Background: an optimization exercise with open tools, aiming at small area, a short achievable clock period and few clock cycles. Do not read the settings as production practice. The RTL was checked by simulation tests, not by an equivalence proof against the original design. No activity file was given, so power comes from the tool's default toggle rates.

==> flow/config.mk <==
export PLATFORM = sky130hd
export DESIGN_NAME = muldiv
export DESIGN_NICKNAME = muldiv
export VERILOG_FILES = /design/flow/design.v
export SDC_FILE = /design/flow/constraint.sdc
export NUM_CORES = 4
export LEC_CHECK = 0
export ABC_CLOCK_PERIOD_IN_PS = 4000
export CAP_MARGIN = 20
export CORE_MARGIN = 2
export CORE_UTILIZATION = 40
export SETUP_SLACK_MARGIN = 4.0
export SLEW_MARGIN = 20
==> flow/constraint.sdc <==
create_clock -name core_clock -period 9.0 [get_ports {clk}]
set_input_delay 1.8000 -clock core_clock [delete_from_list [all_inputs] [get_ports {clk}]]
set_output_delay 1.8000 -clock core_clock [all_outputs]
set_load 0.01 [all_outputs]
==> flow/design.v <==
module muldiv
(
    input  logic        clk,
    input  logic        rst,
    input  logic        start,
    input  logic [2:0]  funct3,
    input  logic [31:0] rs1,
    input  logic [31:0] rs2,
    output logic        ready,
    output logic        done,
    output logic [31:0] result
);
logic st_idle, st_mul, st_dneg, st_norm, st_div, st_fix, st_done;
logic [64:0] X;
logic [32:0] Y;        
logic        dneg;     
logic [4:0]  cnt;
logic        o_hi;     
logic        o_corr;   
logic        o_rem;    
logic        o_neg;    
logic        f_ah, f_by, f_bh, f_bl, f_inv, f_cin;
wire        p_sgn  = ~funct3[0];                           
wire        p_dneg = funct3[2] & p_sgn & rs2[31];
always_ff @(posedge clk) begin
    if (funct3[2])
        Y <= {1'b0, rs2 ^ {32{p_dneg}}};
    else
        Y <= {((funct3 == 3'b001) | (funct3 == 3'b010)) & rs1[31], rs1};
    dneg <= p_dneg;
end
logic sel_ah, sel_ar, sel_y1, sel_y2, sel_bh, sel_bl, inv, cin;
logic sel_c1, sel_c2, cneg;
wire [36:0] ysx = {{4{Y[32]}}, Y};
wire [36:0] aop = ({37{sel_ah}} & {{4{X[64]}}, X[64:32]})
                | ({37{sel_ar}} & {4'b0000, X[63:31]});
wire [36:0] bop = ({37{sel_y1}} & ysx)
                | ({37{sel_y2}} & {ysx[35:0], 1'b0})
                | ({37{sel_bh}} & {5'b00000, X[63:32]})
                | ({37{sel_bl}} & {5'b00000, X[31:0]});
wire [34:0] cm    = ({35{sel_c1}} & ysx[34:0])
                  | ({35{sel_c2}} & {ysx[33:0], 1'b0});
wire [36:0] cop   = {cm ^ {35{cneg}}, {2{cneg}}};
wire [36:0] bx    = bop ^ {37{inv}};
wire [36:0] csum  = aop ^ bx ^ cop;
wire [36:0] ccar  = {(aop[35:0] & bx[35:0]) | (aop[35:0] & cop[35:0]) | (bx[35:0] & cop[35:0]), cneg};
wire [37:0] S38   = {csum, 1'b1} + {ccar, cin};
wire [36:0] S     = S38[37:1];
wire        tneg  = S[36];
function automatic logic [2:0] bytelen(input logic [31:0] x);
    if (x[31:24] != 8'd0)      bytelen = 3'd4;
    else if (x[23:16] != 8'd0) bytelen = 3'd3;
    else if (x[15:8] != 8'd0)  bytelen = 3'd2;
    else if (x[7:0] != 8'd0)   bytelen = 3'd1;
    else                       bytelen = 3'd0;
endfunction
wire       dz    = (Y[31:0] == 32'd0) & ~dneg;
wire       early = tneg | dz;                  
wire [2:0] ba    = bytelen(X[63:32]);
wire [2:0] bd    = bytelen(Y[31:0]);
logic [1:0] nbm1;
always_comb begin
    if (early || ba >= bd + 3'd3) nbm1 = 2'd3;
    else if (ba <= bd)            nbm1 = 2'd0;
    else                          nbm1 = 2'(ba - bd);
end
logic [63:0] xn;      
always_comb begin
    case (nbm1)
        2'd0:    xn = {8'd0,  X[63:32], 24'd0};
        2'd1:    xn = {16'd0, X[63:32], 16'd0};
        2'd2:    xn = {24'd0, X[63:32], 8'd0};
        default: xn = {32'd0, X[63:32]};
    endcase
end
wire n_idle = (st_idle & ~start) | st_done;
wire n_mul  = (st_idle & start & ~funct3[2]) | (st_mul & (cnt != 5'd0));
wire n_dneg = st_idle & start & funct3[2] & p_sgn & rs1[31];
wire n_norm = (st_idle & start & funct3[2] & ~(p_sgn & rs1[31])) | st_dneg;
wire n_div  = (st_norm & ~early) | (st_div & (cnt != 5'd0));
wire n_fix  = (st_mul & (cnt == 5'd0) & o_hi)
            | (st_norm & early)
            | (st_div & (cnt == 5'd0) & (o_rem | o_neg));
wire n_done = (st_mul & (cnt == 5'd0) & ~o_hi)
            | (st_div & (cnt == 5'd0) & ~(o_rem | o_neg))
            | st_fix;
wire n_dnegv = st_idle ? p_dneg : dneg;
logic nf_ah, nf_by, nf_bh, nf_bl, nf_inv, nf_cin;
always_comb begin
    if (st_mul) begin
        nf_ah = 1'b1; nf_by = o_corr; nf_bh = 1'b0; nf_bl = 1'b0; nf_inv = 1'b0; nf_cin = 1'b0;
    end else if (st_norm) begin
        nf_ah = 1'b0; nf_by = 1'b0; nf_bh = 1'b0; nf_bl = o_rem;
        nf_inv = o_rem ? o_neg : dz;
        nf_cin = o_rem & o_neg;
    end else begin
        nf_ah = 1'b0; nf_by = 1'b0; nf_bh = o_rem; nf_bl = ~o_rem; nf_inv = o_neg; nf_cin = o_neg;
    end
end
wire [3:0] nx  = st_idle ? rs2[3:0] : X[7:4];
wire       npv = st_idle ? 1'b0 : X[3];
wire nb_one = nx[0] ^ npv;
wire nb_two = (nx[1] & ~nx[0] & ~npv) | (~nx[1] & nx[0] & npv);
wire nb_neg = nx[1] & ~(nx[0] & npv);
wire nc_one = nx[2] ^ nx[1];
wire nc_two = (nx[3] & ~nx[2] & ~nx[1]) | (~nx[3] & nx[2] & nx[1]);
wire nc_neg = nx[3] & ~(nx[2] & nx[1]);
always_ff @(posedge clk) begin
    if (st_idle)
        X[64:32] <= {1'b0, rs1 & {32{funct3[2]}}};
    else if (st_mul)
        X[64:32] <= S[36:4];
    else if (st_norm)
        X[64:32] <= {1'b0, xn[63:32]};
    else  
        X[64:32] <= {1'b0, (tneg & ~st_dneg) ? X[62:31] : S[31:0]};
    if (st_idle)
        X[31:0] <= rs2;
    else if (st_mul)
        X[31:0] <= {S[3:0], X[31:4]};
    else if (st_norm)
        X[31:0] <= xn[31:0];
    else if (st_fix | st_dneg)
        X[31:0] <= S[31:0];
    else  
        X[31:0] <= {X[30:0], ~tneg};
    cnt   <= st_norm ? {nbm1, 3'b111} : (st_idle ? 5'd7 : cnt - 5'd1);
    if (st_idle) begin
        o_hi   <= (funct3 != 3'b000);
        o_corr <= funct3[1] & rs2[31];
        o_rem  <= funct3[1];
        o_neg  <= funct3[1] ? (p_sgn & rs1[31]) : (p_sgn & (rs1[31] ^ rs2[31]));
    end
    {f_ah, f_by, f_bh, f_bl, f_inv, f_cin} <= {nf_ah, nf_by, nf_bh, nf_bl, nf_inv, nf_cin};
    sel_ah <= n_mul | n_norm | (n_fix & nf_ah);
    sel_ar <= n_div;
    sel_y1 <= (n_mul & nb_one) | n_div | n_norm | (n_fix & nf_by);
    sel_y2 <= n_mul & nb_two;
    sel_bh <= n_dneg | (n_fix & nf_bh);
    sel_bl <= n_fix & nf_bl;
    inv    <= (n_mul & nb_neg) | n_div | n_norm | n_dneg | (n_fix & nf_inv);
    cin    <= (n_mul & nb_neg) | ((n_div | n_norm) & ~n_dnegv) | n_dneg | (n_fix & nf_cin);
    sel_c1 <= n_mul & nc_one;
    sel_c2 <= n_mul & nc_two;
    cneg   <= n_mul & nc_neg;
    if (rst) begin
        {st_idle, st_mul, st_dneg, st_norm, st_div, st_fix, st_done} <= 7'b1000000;
    end else begin
        {st_idle, st_mul, st_dneg, st_norm, st_div, st_fix, st_done}
            <= {n_idle, n_mul, n_dneg, n_norm, n_div, n_fix, n_done};
    end
end
assign ready  = st_idle;
assign done   = st_done;
assign result = X[31:0];
endmodule
==> flow/run.sh <==
#!/bin/bash
# synth_recipe.tcl (not shown) runs the flow's synth.tcl, then flattens the netlist and writes it again
# the make line also repeats each setting of config.mk as NAME=value (left out here)
make -C /OpenROAD-flow-scripts/flow DESIGN_CONFIG=/design/flow/config.mk WORK_HOME=/design/flow/orfs CLKGATE_MAP_FILE= SYNTH_SCRIPT=/design/flow/synth_recipe.tcl finish
==> results.sh <==
export IMPL_final_area_sq_um=14200
export IMPL_grt_max_degree=56
export IMPL_fin_setup_tns_ps=0
export IMPL_wire_per_inst_um=25.2
export IMPL_grt_pass1_wl_um=75800
export IMPL_drive_above_1_share_pct=8.40
export IMPL_ys_seq_elements=126
export IMPL_syn_area_per_cell_sq_um=7.60
export IMPL_cts_tree="done"
export IMPL_grt_ovfl_total=0
export IMPL_combPwrFrac_pct=65.8
export IMPL_tightest_slew_ps=1000
export IMPL_cpMaxStageDelayCell="fa_1"
export IMPL_pwr_density_cell_nw_per_um2=353
export IMPL_numCtsBuffers=17
export IMPL_initial_core_util_pct=40.5
export IMPL_synth_edf_count=4
export IMPL_drv_cap=0
export IMPL_arrival_ps=5220
export IMPL_place_area_sq_um=13300
export IMPL_crit_required_ps=9300
export IMPL_finalSetupViolCount=0
export IMPL_core_rowCount=64
export IMPL_antenna_found_initial=0
export IMPL_regArea_sq_um=2570
export IMPL_area_growth_pct=14.5
export IMPL_critical_path_class="reg -> reg"
export IMPL_clk_pin_slew_ps=70
export IMPL_clk_path_buf_depth=2
export IMPL_die_h_um=180
export IMPL_synth_area_sq_um=12400
export IMPL_hp_class="reg -> reg"
export IMPL_synth_async_reset_ratio_pct=0
export IMPL_regMostFlops="X"
export IMPL_cp_max_fo=32
export IMPL_yosysTopAreaCellShare_pct=19.7
export IMPL_fmax_ghz=0.204
export IMPL_cts_root_buf="clkbuf_16"
export IMPL_vdd_drop_max_mv=0.134
export IMPL_die_x_um=180
export IMPL_synthTopCellsByArea="dfxtp_1 20%, xor2_1 6.5%, nand2_1 5.9%"
export IMPL_yosys_warnings=1
export IMPL_yosysTopAreaCell="dfxtp_1"
export IMPL_htree_num_levels=4
export IMPL_drt_pass1_iter_count=6
export IMPL_max_slew_margin_pct=33.3
export IMPL_internal_power_w=0.00231
export IMPL_ant_nets=0
export IMPL_hold_viol_final=0
export IMPL_start_kind="flop"
export IMPL_antenna_cells=0
export IMPL_clock_sinks=126
export IMPL_ys_types=82
export IMPL_hpwl_um=36300
export IMPL_die_area_sq_um=32400
export IMPL_insertion_delay_ps=450
export IMPL_track_usage_pct=30.3
export IMPL_gp_congestion=0.975
export IMPL_rsz0062_at_grt="true"
export IMPL_grt_pass1_vias=12200
export IMPL_power_frac_clock_pct=14.7
export IMPL_synth_fp_nets=1786
export IMPL_ys_flop_type="dfxtp_1"
export IMPL_p_seq_share_pct=19.5
export IMPL_finalClockSkew_ps=13.6
export IMPL_reg_top3="X x65, Y x33, cnt x5"
export IMPL_hold_buffers=0
export IMPL_core_sq_um=30600
export IMPL_final_nets=1762
export IMPL_critical_path_top_delay_family="compound AO/OA/AOI/OAI gates"
export IMPL_drc=0
export IMPL_port_buffers=103
export IMPL_path_cells="buf_6 -> a22o_1 -> a221oi_1 -> xor2_1 -> fa_1 -> inv_1 -> ha_2 -> and4_2 -> nor4b_2 -> a22oi_2 -> o211ai_1 -> nor2_2 -> o21ba_2 -> mux2i_2 -> buf_12 -> or2_4 -> a211oi_1 -> a21oi_1"
export IMPL_switching_share_pct=54.0
export IMPL_whs_ps=404
export IMPL_largest_register_ffs=65
export IMPL_num_fill_cells=3118
export IMPL_leakagePower_nw=5.71
export IMPL_route_vias_total=13000
export IMPL_final_max_slew_viol_count=0
export IMPL_wl_um=50900
export IMPL_p_switching_w=0.00271
export IMPL_outcome="timing/DRC/antenna clean"
export IMPL_syn_inst=1631
export IMPL_final_common_cell="nand2_1"
export IMPL_total_power_w=0.00501
export IMPL_period_share_pct=54.6
export IMPL_first_iter_violations=1616
export IMPL_yosysSeqAreaShare_pct=20.7
export IMPL_final_cell_mix="194 x nand2_1, 130 x a21oi_1, 117 x nor2_1, 116 x dfxtp_1, 102 x clkdlybuf4s50_1"
export IMPL_critPathBufInv=3
export IMPL_period_needed_ps=4910
export IMPL_cp_slowest_stage_delay_ps=550
export IMPL_multi_input_area_sq_um=8860
export IMPL_crit_path_end_kind="flop"
export IMPL_final_util_pct=46.4
export IMPL_io_pins=104
export IMPL_vias_per_cell=6.42
## final cells by class
class	instances	share of cell area (%)
clock buffers	17	3.00
repair buffers	134	9.18
flip-flops and latches	126	18.2
clock inverters	15	1.36
multi-input cells	1240	62.5
inverters	88	2.33
well taps	396	3.49
## per-layer routing
| metal | GRT usage (%) | routed length (um) | vias up | part of all wire, % |
|---|---|---|---|---|
| li1 | - | - | 5837 | - |
| met1 | 41.3 | 21300 | 6219 | 42 |
| met2 | 46.5 | 22400 | 771 | 44 |
| met3 | 7.34 | 5120 | 125 | 10 |
| met4 | 11.4 | 2020 | 0 | 4.0 |
| met5 | 0 | 0 | - | 0 |
## through the flow
stage / setup WS, ps / cells
finish: 4090 / 2016
global route: 3970 / 2016
CTS: 4030 / 2012
detailed placement: 3500 / 1977
global placement: 3650 / 1977
floorplan: 4530 / 1631
## power by group through the flow
stage               clock network [W]  logic, W  registers, W
global route                 0.000765   0.00355      0.000977
floorplan                           0   0.00237      0.000722
global placement                    0   0.00302      0.000964
CTS                          0.000743   0.00309      0.000952
detailed placement                  0   0.00302      0.000963
finish                       0.000739   0.00330      0.000976
## path summary, 6_finish.rpt
| check | startpoint | endpoint | slack (ps) | depth (start not counted) |
|---|---|---|---|---|
| hold / removal | cnt[0] | cnt[0] | 400 | 1 |
| setup reg to reg | sel_bh | X[19] | 4090 | 18 |
| setup / recovery | sel_bh | X[19] | 4090 | 18 |
| hold reg to reg | cnt[0] | cnt[0] | 400 | 1 |
## cell families (layout without fill, tap and decap cells)
| kind of cell | Yosys count | after routing | synth area share, % |
|---|---|---|---|
| buffers and inverters | 266 | 254 | 9.36 |
| adder cells (fa/ha/maj) | 85 | 85 | 10.8 |
| multiplexers | 32 | 32 | 2.71 |
| AND/OR/NAND/NOR | 455 | 456 | 16.5 |
| flip-flops | 126 | 126 | 20.7 |
| XOR/XNOR | 138 | 138 | 9.75 |
| AO/OA/AOI/OAI | 529 | 529 | 30.3 |
## cell usage after synthesis, types with 5 or more instances
library cell  number
nand4_1            8
a21oi_1          133
buf_1             11
dfxtp_1          122
mux2i_1           20
mux2_2            11
a31oi_1           16
clkbuf_1         115
nor2_1           122
or3_1              8
nand2b_1          14
and2_1             7
xnor2_1           46
a221oi_1          54
buf_4             36
o211ai_1          13
a31o_1             6
o221ai_1          15
nand3_1           32
buf_2             15
a2bb2oi_1          6
a221o_1            8
o21a_1             6
xor2_1            92
a211oi_1          13
ha_1              49
o21ai_0           54
nor3_1            15
a32oi_1           18
a22oi_1           78
inv_1             86
nand2_1          194
fa_1              36
a22o_1            39
nor4_1            19
nor2b_1            8
a21o_1            13
o31ai_1            9
o21bai_1           5
## what timing repair did
item,4_1_cts,5_1_grt
pin swaps,1,8
cloned,0,1
setup buffers,3,3
resized for setup,14,44
setup endpoints to repair,65,70
Testbench counts, summed over its fixed seeds: cycles 35,054.

-- port drivers added, routing unchanged --
The flow's constraints put no driver on any port. The routed layout listed below was extracted and timed again, unchanged, in two steps.
Step 1 sets driving cells, clkbuf_16 on the clock port and buf_2 on the other inputs (assumed; they add their load-dependent delay and slew).
Step 2, shift: input delay + t, output delay - t, t = (earliest + latest rising clock arrival at the registers) / 2. This alone moves slack from input paths to output paths.
Three values: no drivers, after step 1, after step 2; two values: the first two.
t (ns): 0.495
setup slack, ns: 4.089 / 4.089 / 4.089
hold slack, ns: 0.404 / 0.404 / 0.404
worst setup path at the end: register to register
latest minus earliest clock arrival (ns): 0.013 / 0.014
After both steps this run still meets setup and hold. For this run, drivers alone change the setup slack by 0.000 ns; drivers and shift together by 0.000 ns.
